Source: an optimization exercise on an open RTL-to-GDS flow (aim: a short achievable clock period and few clock cycles). Production flows keep margins and buffers that such runs may drop.
Only simulation tests tie the RTL to the original design; equivalence was not proved.

## black_bean
module black_bean(
    clk,
    rst_n,
    IO_MEM_R_DATA,
    IO_MEM_W_DATA,
    IO_MEM_ADDR,
    IO_MEM_R_EN,
    IO_MEM_W_EN
);
input clk, rst_n;
input  [7:0] IO_MEM_R_DATA;
output [7:0] IO_MEM_W_DATA;
output [7:0] IO_MEM_ADDR;
output       IO_MEM_R_EN;
output       IO_MEM_W_EN;
reg [7:0] ar, dr0, dr1, dr2, cr;
reg [7:0] ir;
reg       ir_v;      
reg       ir_raw;    
reg [7:0] irxv;
reg [7:0] ir_pcx;    
reg [7:0] ir_pcx1;   
reg       ir_sk;     
reg       ir_jc;     
reg       ir_ih;     
reg [7:0] ir_iv;
reg       ph;        
reg k_s1, k_s2, k_s3, k_s4i, k_s4, k_s5, k_s6b, k_s6, k_s7, k_s8, k_s9, k_sc;
reg k_sz;            
reg k_t1, k_t2, k_t3, k_t4, k_t5, k_t6, k_t7, k_tc;
reg k_halt, k_rdalu, k_is62, k_load, k_wr, k_imm, k_nsk;
reg k_war, k_wpc;    
reg k_ldwr;          
reg k_seq;           
reg k_br;            
reg k_jmp;           
reg k_irx;           
reg k_imma;          
reg k_skp;           
reg k_w3, k_w4, k_w5, k_w6, k_w7;   
reg [7:0] ir_npc;    
reg [7:0] ir2;
reg       ir2_v;
reg [7:0] ir2_a;     
reg       ir2_h;     
reg [7:0] ir2_hv;
reg [7:0] ir2_a1;    
reg [7:0] ir2_a2;    
reg       ir2_sc, ir2_nt, ir2_t2;   
reg [7:0] wa_m1;     
reg       ir2_bad;   
reg [7:0] addr_q, wdata_q;
reg [7:0] fl;        
reg       wen_q;
reg       halted;
assign IO_MEM_R_EN   = 1'b1;
assign IO_MEM_ADDR   = addr_q;
assign IO_MEM_W_DATA = wdata_q;
assign IO_MEM_W_EN   = wen_q;
wire [7:0] rd = IO_MEM_R_DATA;
wire [7:0] fa = addr_q;         
wire [7:0] fa1 = fa + 8'd1;
wire [7:0] fa2 = fa + 8'd2;
wire [7:0] fa_m1 = fl - 8'd1;
wire [7:0] npc  = ir_npc;
wire [7:0] npc1 = npc + 8'd1;
  ...
Size: roughly 2200 cells after synthesis, about 380 flip-flops.
Settings: LEC_CHECK=0, ABC_CLOCK_PERIOD_IN_PS=1500, CAP_MARGIN=20, CORE_MARGIN=2, CORE_UTILIZATION=40, SETUP_SLACK_MARGIN=4, SLEW_MARGIN=20, TNS_END_PERCENT=100; clock period 5.5 ns.
run.sh (not shown) runs the stock make flow with config.mk's settings and CLKGATE_MAP_FILE= SYNTH_SCRIPT=/design/flow/synth_recipe.tcl, a recipe that flattens the netlist after the stock synthesis.
Testbench counts at the start, summed over its fixed seeds: cycles 272,325.
Change:
--- a/flow/design.v
+++ b/flow/design.v
@@ -63,12 +63,13 @@
 wire [7:0] fa1 = fa + 8'd1;
 wire [7:0] fa2 = fa + 8'd2;
 wire [7:0] fa_m1 = fl - 8'd1;
 wire [7:0] npc  = ir_npc;
 wire [7:0] npc1 = npc + 8'd1;
 wire [7:0] npc2 = npc + 8'd2;
+wire [7:0] ar_m1 = ar - 8'd1;
 wire       hit_2 = k_sc ? hit_b : hit_a;
 wire [7:0] hv_2  = k_sc ? hv_b : hv_a;
 reg  [8:0] sum;
 reg        lt, eq, gt;
 reg        alu_stale;
 reg        c_add, c_cmp, c_jc, c_lt, c_eq, c_gt, c_ge, c_ne, c_le;
@@ -148,15 +149,15 @@
 wire f_tr  = (rd[3:0] != 4'h0) && (rd[3] == 1'b0);
 wire f_sk  = f_sc && (!f_tr || hit_f);
 wire f_jc  = f_sc && (rd[3:0] == 4'h2) && hit_f;
 wire x_sk  = ir2_sc && (ir2_nt || ir2_h);
 wire x_jc  = ir2_sc && ir2_t2 && ir2_h;
 wire [7:0] ir2_nx = x_jc ? ir2_hv : x_sk ? ir2_a2 : ir2_a1;
-wire w_cdd   = go && (k_w4 || k_w5 || k_w6);
+wire w_cdd   = live && (k_w4 || k_w5 || k_w6);
 wire [7:0] ar_next = (go && k_w3) ? v : ar;      
-wire p_take  = fetch && !w_cdd && !alu_stale && (rd == 8'h62) && br_take;
+wire p_take  = !w_cdd && !alu_stale && (rd == 8'h62) && br_take;
 wire cr_imm = go && k_w6 && k_sc;
 wire cr_ld  = b_ld && k_t6;
 wire cr_reg = go && k_w6 && !k_sc;
 wire [7:0] crn = cr_imm ? imm : cr_ld ? rd : cr;
 wire [7:0] nb = xfer ? ir2 : a_dec ? irxv : rd;
 wire       nh = xfer ? ir2_h : a_dec ? 1'b0 : hit_f;
@@ -209,28 +210,25 @@
         ic_val[ic_rr] <= ins_val;
     end
     if (b_wr) begin
         for (ie = 0; ie < NIC; ie = ie + 1)
             if (ic_op[ie] == wa_m1) ic_val[ie] <= wdata_q;
     end
-    if (!ph) begin
-        ir2    <= rd;
-        ir2_a  <= npc;
-        ir2_a1 <= npc1;
-        ir2_v  <= !k_nsk;
-        ir2_h  <= hit_2;
-        ir2_hv <= hv_2;
-        ir2_a2 <= npc2;
-        ir2_sc <= f_sc;
-        ir2_nt <= !f_tr;
-        ir2_t2 <= (rd[3:0] == 4'h2);
-        wdata_q <= wv;
-        wa_m1  <= k_wpc ? ir_pcx - 8'd1 : ar - 8'd1;
-        ir2_bad <= k_wpc ? (ir_pcx == npc || (hit_2 && ir_pcx == npc1))
-                         : (ar == npc || (hit_2 && ar == npc1));
-    end
+    ir2    <= rd;
+    ir2_a  <= npc;
+    ir2_a1 <= npc1;
+    ir2_v  <= !k_nsk;
+    ir2_h  <= hit_2;
+    ir2_hv <= hv_2;
+    ir2_a2 <= npc2;
+    ir2_sc <= f_sc;
+    ir2_nt <= !f_tr;
+    ir2_t2 <= (rd[3:0] == 4'h2);
+    wdata_q <= wv;
+    wa_m1  <= k_wpc ? ir_pcx - 8'd1 : ar_m1;
+    ir2_bad <= k_wpc ? !k_sc : (ar == npc || (hit_2 && ar_m1 == npc));
     irxv <= (b_irx || k_imm) ? rd : v;
     if (fetch || xfer || a_dec) begin
         ir     <= nb;
         ir_raw <= 1'b0;
         if (!a_dec) begin
             ir_pcx  <= xfer ? ir2_a1 : fa1;
What happened: Final area decreases by about 5%; via count is lower by about 1.7%; global-route usage stays flat; critical path depth increases by 2; register-to-register slack gets worse by 0.12 ns; flip-flop and latch count is lower by 8; clock-buffer cell count came out lower by 4; area after synthesis decreases by 3.2%; routed wire length came out lower by 0.99%; maximum frequency fell by about 4%.
Testbench counts after the change, summed over its fixed seeds: cycles 272,325.

## static timing again, ports no longer ideal
Ports are ideal in the flow. The routed layouts listed here were re-timed in OpenROAD.
Step 1 (the two cells are an assumption about what drives the block):
set clk [get_ports {clk}]
set_driving_cell -lib_cell sky130_fd_sc_hd__clkbuf_16 $clk
set_driving_cell -lib_cell sky130_fd_sc_hd__buf_2 [delete_from_list [all_inputs] $clk]
Step 2, shift: input delay + t, output delay - t, t = (earliest + latest rising clock arrival at the registers) / 2. This alone moves slack from input paths to output paths.
Slacks: no drivers / after step 1 / after step 2; pairs: no drivers / after step 1.
run | shift t [ns] | setup WS [ns] | clock arrival spread, ns
the first run | 0.643 | 2.651 / 2.651 / 2.402 | 0.027 / 0.027
the second run | 0.649 | 2.530 / 2.530 / 2.189 | 0.031 / 0.031
After both steps setup and hold are still met in every run listed. For the second run, which loses most, drivers alone change the setup slack by 0.000 ns; drivers and shift together by -0.341 ns.
